What follows belongs to an exercise in optimizing a design on an open flow for small area, a short achievable clock period and few clock cycles per item; a production flow would make more cautious choices.
RTL that was checked went through simulation tests only; none was proved equivalent to the original.
No activity file was given, so power comes from the tool's default toggle rates.

## router_bus_gnrtr
module router_bus_gnrtr #(parameter pck_sz = 40, parameter num_ntrfs=4, parameter broadcast = {8{1'b1}}, parameter fifo_depth=8,parameter id_c = 2,parameter id_r = 2,parameter columns= 4, parameter rows = 4)(
  input clk,
  input reset,
  input [num_ntrfs*pck_sz-1:0] data_out_i_in,
  input [num_ntrfs-1:0] pndng_i_in,
  input [num_ntrfs-1:0] pop,
  output [num_ntrfs-1:0] popin,
  output [num_ntrfs-1:0] pndng,
  output [num_ntrfs*pck_sz-1:0] data_out
);
For scale: ~3,500 cells after synthesis, ~1,300 flip-flops, ~340 I/O pins, roughly 0.042 sq mm of cells after synthesis.
clock: 5.0 ns
lec_check: 0
cap_margin: 20
core_margin: 2
core_utilization: 50
cts_cluster_diameter: 80
cts_cluster_size: 20
setup_slack_margin: 2.65
slew_margin: 20
standard.sh (not shown) runs the stock make flow with config.mk's settings and CLKGATE_MAP_FILE= SYNTH_SCRIPT=/design/flow/synth_recipe.tcl, a recipe that flattens the netlist after the stock synthesis.
==> flow/flow/run.sh <==
#!/bin/bash
set -euo pipefail
export BUFFER_PORTS_ARGS="-buffer_cell sky130_fd_sc_hd__buf_1"
bash standard.sh > flow_make.log 2>&1
Testbench counts at the start, summed over its fixed seeds: cycles 1,728, packets 4,800.
Next try:
--- a/flow/config.mk
+++ b/flow/config.mk
@@ -6,5 +6,5 @@
 export NUM_CORES = 4
 export LEC_CHECK = 0
-export CAP_MARGIN = 20
+export CAP_MARGIN = 10
 export CORE_MARGIN = 2
 export CORE_UTILIZATION = 50
@@ -12,3 +12,3 @@
 export CTS_CLUSTER_SIZE = 20
 export SETUP_SLACK_MARGIN = 2.65
-export SLEW_MARGIN = 20
+export SLEW_MARGIN = 10
What happened: Via count came out lower by 0.38%; clock skew came out higher by 0.0082 ns; critical path depth came out higher by 1; die area is unchanged; synthesized area stays the same; total power came out lower by 0.65%; sequential cell count stays the same; sequential share of layout area came out higher by 0.15 points; global-route usage stays flat; worst setup slack improves by 0.0056 ns; utilization came out lower by 0.15 points.

* * *

## run 1
The RTL this note starts from:
==> flow/design.v <==
module rr_pick #(parameter n = 4) (
  input [n-1:0] req,
  input [n-1:0] prio,
  output logic [n-1:0] gnt
);
  integer k, d, j;
  logic path, clear;
  always_comb begin
    for (k = 0; k < n; k = k + 1) begin
      path = 1'b0;
      for (d = 0; d < n; d = d + 1) begin
        clear = prio[(k + n - d) % n];
        for (j = 1; j <= d; j = j + 1)
          clear = clear & ~req[(k + n - j) % n];
        path = path | clear;
      end
      gnt[k] = req[k] & path;
    end
  end
endmodule
module out_fifo #(parameter bits = 32) (
  input clk,
  input rst,
  input [2:0] ctr,
  input [bits-1:0] din,
  input push,                  
  input pop,
  output logic [bits-1:0] dout,
  output reg pndng,
  output can_push,
  output can_push_nxt         
);
  reg [bits-1:0] r [7:0];
  reg [7:0] v;                 
  reg [7:0] h;                 
  reg [2:0] oq [7:0];          
  reg [2:0] ow, orp;           
  wire do_pop = pop & pndng;
  integer k;
  assign can_push = ~v[7];
  always @(posedge clk) begin
    r[0] <= push ? din : r[7];
    for (k = 1; k < 8; k = k + 1) r[k] <= r[k-1];
  end
  always_comb begin
    dout = {bits{1'b0}};
    for (k = 0; k < 8; k = k + 1)
      dout = dout | (r[k] & {bits{h[k]}});
  end
  reg [2:0] nph;
  reg [3:0] cnt;
  wire [2:0] orp2 = orp + 3'd2;
  wire [2:0] nxt_pos = ctr - nph;
  always @(posedge clk)
    if (push) oq[ow] <= ctr;
  wire new_head = push & ((cnt == 4'd0) | ((cnt == 4'd1) & do_pop));
  wire [7:0] vp = v & ~(h & {8{do_pop}});
  assign can_push_nxt = ~vp[6];
  always @(posedge clk) begin
    if (new_head) h <= 8'd1;
    else if (do_pop) h <= 8'd1 << nxt_pos;
    else h <= {h[6:0], h[7]};
    if (do_pop) nph <= (cnt >= 4'd3) ? oq[orp2] : ctr;
    else if (cnt < 4'd2) nph <= ctr;
  end
  always @(posedge clk or posedge rst) begin
    if (rst) begin
      v <= 8'd0;
      ow <= 3'd0;
      orp <= 3'd0;
      cnt <= 4'd0;
      pndng <= 1'b0;
    end else begin
      v <= {vp[6:0], push | vp[7]};
      if (push) ow <= ow + 3'd1;
      if (do_pop) orp <= orp + 3'd1;
      cnt <= cnt + {3'd0, push} - {3'd0, do_pop};
      pndng <= push | (pndng & ~(do_pop & (cnt == 4'd1)));
    end
  end
endmodule
module router_bus_gnrtr #(parameter pck_sz = 40, parameter num_ntrfs=4, parameter broadcast = {8{1'b1}}, parameter fifo_depth=8,parameter id_c = 2,parameter id_r = 2,parameter columns= 4, parameter rows = 4)(
  input clk,
  input reset,
  input [num_ntrfs*pck_sz-1:0] data_out_i_in,
  input [num_ntrfs-1:0] pndng_i_in,
  input [num_ntrfs-1:0] pop,
  output [num_ntrfs-1:0] popin,
  output [num_ntrfs-1:0] pndng,
  output [num_ntrfs*pck_sz-1:0] data_out
);
  localparam pb = pck_sz - 8;     
  reg [pb-1:0] sd [0:3];    
  reg [3:0] sq [0:3];       
  reg [3:0] gr [0:3];       
  reg [3:0] acc;            
  reg [3:0] prio [0:3];     
  reg [2:0] ctr;            
  logic [3:0] take;
  logic [3:0] sq_n [0:3];
  logic [3:0] req_n [0:3];   
  logic [3:0] gr_n [0:3];
  logic [3:0] prio_n [0:3];
  logic [3:0] room_n;        
  logic [3:0] leave;
  logic [pb-1:0] win [0:3];
  always @(posedge clk or posedge reset)
    if (reset) ctr <= 3'd0;
    else ctr <= ctr + 3'd1;
  genvar i, o;
  generate
    for (i = 0; i < 4; i = i + 1) begin : _in_
      wire [3:0] r = data_out_i_in[i*pck_sz + pb - 1 -: 4];
      wire [3:0] c = data_out_i_in[i*pck_sz + pb - 5 -: 4];
      wire m = data_out_i_in[i*pck_sz + pb - 9];
      wire rlt = r < id_r, rgt = r > id_r, clt = c < id_c, cgt = c > id_c;
      wire [3:0] fd;    
      assign fd[0] = m ? rlt : (!clt & !cgt & rlt);
      assign fd[2] = m ? rgt : (!clt & !cgt & rgt);
      assign fd[3] = m ? (!rlt & !rgt & clt) : clt;
      assign fd[1] = m ? (!rlt & !rgt & cgt) : cgt;
      assign take[i] = pndng_i_in[i] & acc[i];
      assign popin[i] = take[i];
      assign leave[i] = gr[0][i] | gr[1][i] | gr[2][i] | gr[3][i];
      always_comb begin
        if (take[i]) sq_n[i] = fd;
        else if (leave[i]) sq_n[i] = 4'd0;
        else sq_n[i] = sq[i];
      end
      always @(posedge clk)
        if (take[i]) sd[i] <= data_out_i_in[i*pck_sz +: pb];
      always @(posedge clk or posedge reset)
        if (reset) begin
          sq[i] <= 4'd0;
          acc[i] <= 1'b1;
        end else begin
          sq[i] <= sq_n[i];
          acc[i] <= (sq_n[i] == 4'd0) | gr_n[0][i] | gr_n[1][i] | gr_n[2][i] | gr_n[3][i];
        end
    end
    for (o = 0; o < 4; o = o + 1) begin : _out_
      wire can_push, can_push_nxt;
      assign room_n[o] = can_push_nxt;
      always_comb begin
        for (int j = 0; j < 4; j = j + 1)
          req_n[o][j] = sq_n[j][o] & room_n[o];
        prio_n[o] = (|gr[o]) ? {gr[o][2:0], gr[o][3]} : prio[o];
      end
      rr_pick #(.n(4)) arb (.req(req_n[o]), .prio(prio_n[o]), .gnt(gr_n[o]));
      always @(posedge clk or posedge reset)
        if (reset) begin
          gr[o] <= 4'd0;
          prio[o] <= 4'd1;
        end else begin
          gr[o] <= gr_n[o];
          prio[o] <= prio_n[o];
        end
      always_comb begin
        win[o] = {pb{1'b0}};
        for (int j = 0; j < 4; j = j + 1)
          win[o] = win[o] | (sd[j] & {pb{gr[o][j]}});
      end
      if (o == 0) begin : _o0_
        logic [pb-4:0] dq;
        out_fifo #(.bits(pb-3)) fifo_out (
          .clk(clk), .rst(reset), .ctr(ctr), .can_push(can_push), .can_push_nxt(can_push_nxt),
          .din({win[o][pb-4], win[o][pb-5:0]}), .push(|gr[o]), .pop(pop[o]),
          .dout(dq), .pndng(pndng[o])
        );
        assign data_out[o*pck_sz +: pb] = {3'b000, dq};
      end else if (o == 3) begin : _o3_
        logic [pb-4:0] dq;
        out_fifo #(.bits(pb-3)) fifo_out (
          .clk(clk), .rst(reset), .ctr(ctr), .can_push(can_push), .can_push_nxt(can_push_nxt),
          .din({win[o][pb-1 -: 4], win[o][pb-8:0]}), .push(|gr[o]), .pop(pop[o]),
          .dout(dq), .pndng(pndng[o])
        );
        assign data_out[o*pck_sz +: pb] = {dq[pb-4 -: 4], 3'b000, dq[pb-8:0]};
      end else begin : _o12_
        out_fifo #(.bits(pb)) fifo_out (
          .clk(clk), .rst(reset), .ctr(ctr), .can_push(can_push), .can_push_nxt(can_push_nxt),
          .din(win[o]), .push(|gr[o]), .pop(pop[o]),
          .dout(data_out[o*pck_sz +: pb]), .pndng(pndng[o])
        );
      end
      assign data_out[o*pck_sz + pb +: 8] = 8'(o);
    end
  endgenerate
endmodule
==> flow/config.mk <==
export PLATFORM = sky130hd
export DESIGN_NAME = router_bus_gnrtr
export DESIGN_NICKNAME = router_bus_gnrtr
export VERILOG_FILES = /design/flow/design.v
export SDC_FILE = /design/flow/constraint.sdc
export NUM_CORES = 4
export LEC_CHECK = 0
export CAP_MARGIN = 20
export CORE_MARGIN = 2
export CORE_UTILIZATION = 40
export SETUP_SLACK_MARGIN = 2.2
export SLEW_MARGIN = 20
==> flow/constraint.sdc <==
create_clock -name core_clock -period 5.0 [get_ports {clk}]
set_input_delay 1.0000 -clock core_clock [delete_from_list [all_inputs] [get_ports {clk}]]
set_output_delay 1.0000 -clock core_clock [all_outputs]
set_load 0.01 [all_outputs]
==> flow/flow/run.sh <==
#!/bin/bash
set -euo pipefail
export BUFFER_PORTS_ARGS="-buffer_cell sky130_fd_sc_hd__buf_2"
bash standard.sh > flow_make.log 2>&1
Run 1 ran to completion and came out clean on the timing, design-rule and antenna checks.
Edits applied to the flow inputs when going from run 1 to run 2:
- setting CTS_BUF_LIST to sky130_fd_sc_hd__clkbuf_8 for the first time
Notes after the runs:
Re area of all placed cells without fillers: run 2 is 850 um2 down on run 1.
Sum of met3 wire segment lengths after detailed routing was lower in the run labelled run 2.
From run 1 to run 2 the numbers moved as follows: depth of the most critical reg-to-reg path higher, core region area roughly the same, via count higher.
Looking at fraction of power consumed by sequential logic, run 2 sits 3.0 points higher than run 1 does.
Run 2 vs. run 1: power went down by 0.0019 W.
Diff run 1 and run 2: combinational group share of total power higher in run 2
Function was not checked in any run of this note: the RTL went through the layout flow alone.

==> port drivers added, routing unchanged <==
In the flow no input, the clock included, has a driving cell. The finished layouts below were timed again as built, in two steps.
Step 1 (the two cells are an assumption about what drives the block):
set clk [get_ports {clk}]
set_driving_cell -lib_cell sky130_fd_sc_hd__clkbuf_16 $clk
set_driving_cell -lib_cell sky130_fd_sc_hd__buf_2 [delete_from_list [all_inputs] $clk]
Step 2 also shifts input and output timing later by t, the mid clock arrival at the registers, as if the neighbouring blocks saw the same clock.
Slacks: ideal / step 1 / step 2; pairs: ideal / step 1.
run | t (ns) | setup slack, ns | hold slack, ns | slew at the worst register clock pin (ns) | cell pins on the clock port's net
the first run of note 1 | 0.720 | 2.596 / 2.568 / 1.973 | 0.337 / 0.337 / 0.337 | 0.09 / 0.09 | 1
the second run of note 1 | 0.713 | 2.602 / 2.557 / 1.977 | 0.331 / 0.331 / 0.331 | 0.09 / 0.09 | 1
run 1 | 0.807 | 1.704 / 1.633 / 1.679 | 0.343 / 0.343 / 0.343 | 0.07 / 0.07 | 1
run 2 | 0.926 | 1.578 / 1.513 / 1.530 | 0.276 / 0.233 / 0.284 | 0.07 / 0.07 | 1
After both steps setup and hold are still met in every run listed. The setup slack of the second run of note 1, which loses most, moves by -0.045 ns with the drivers and by -0.625 ns with both steps.
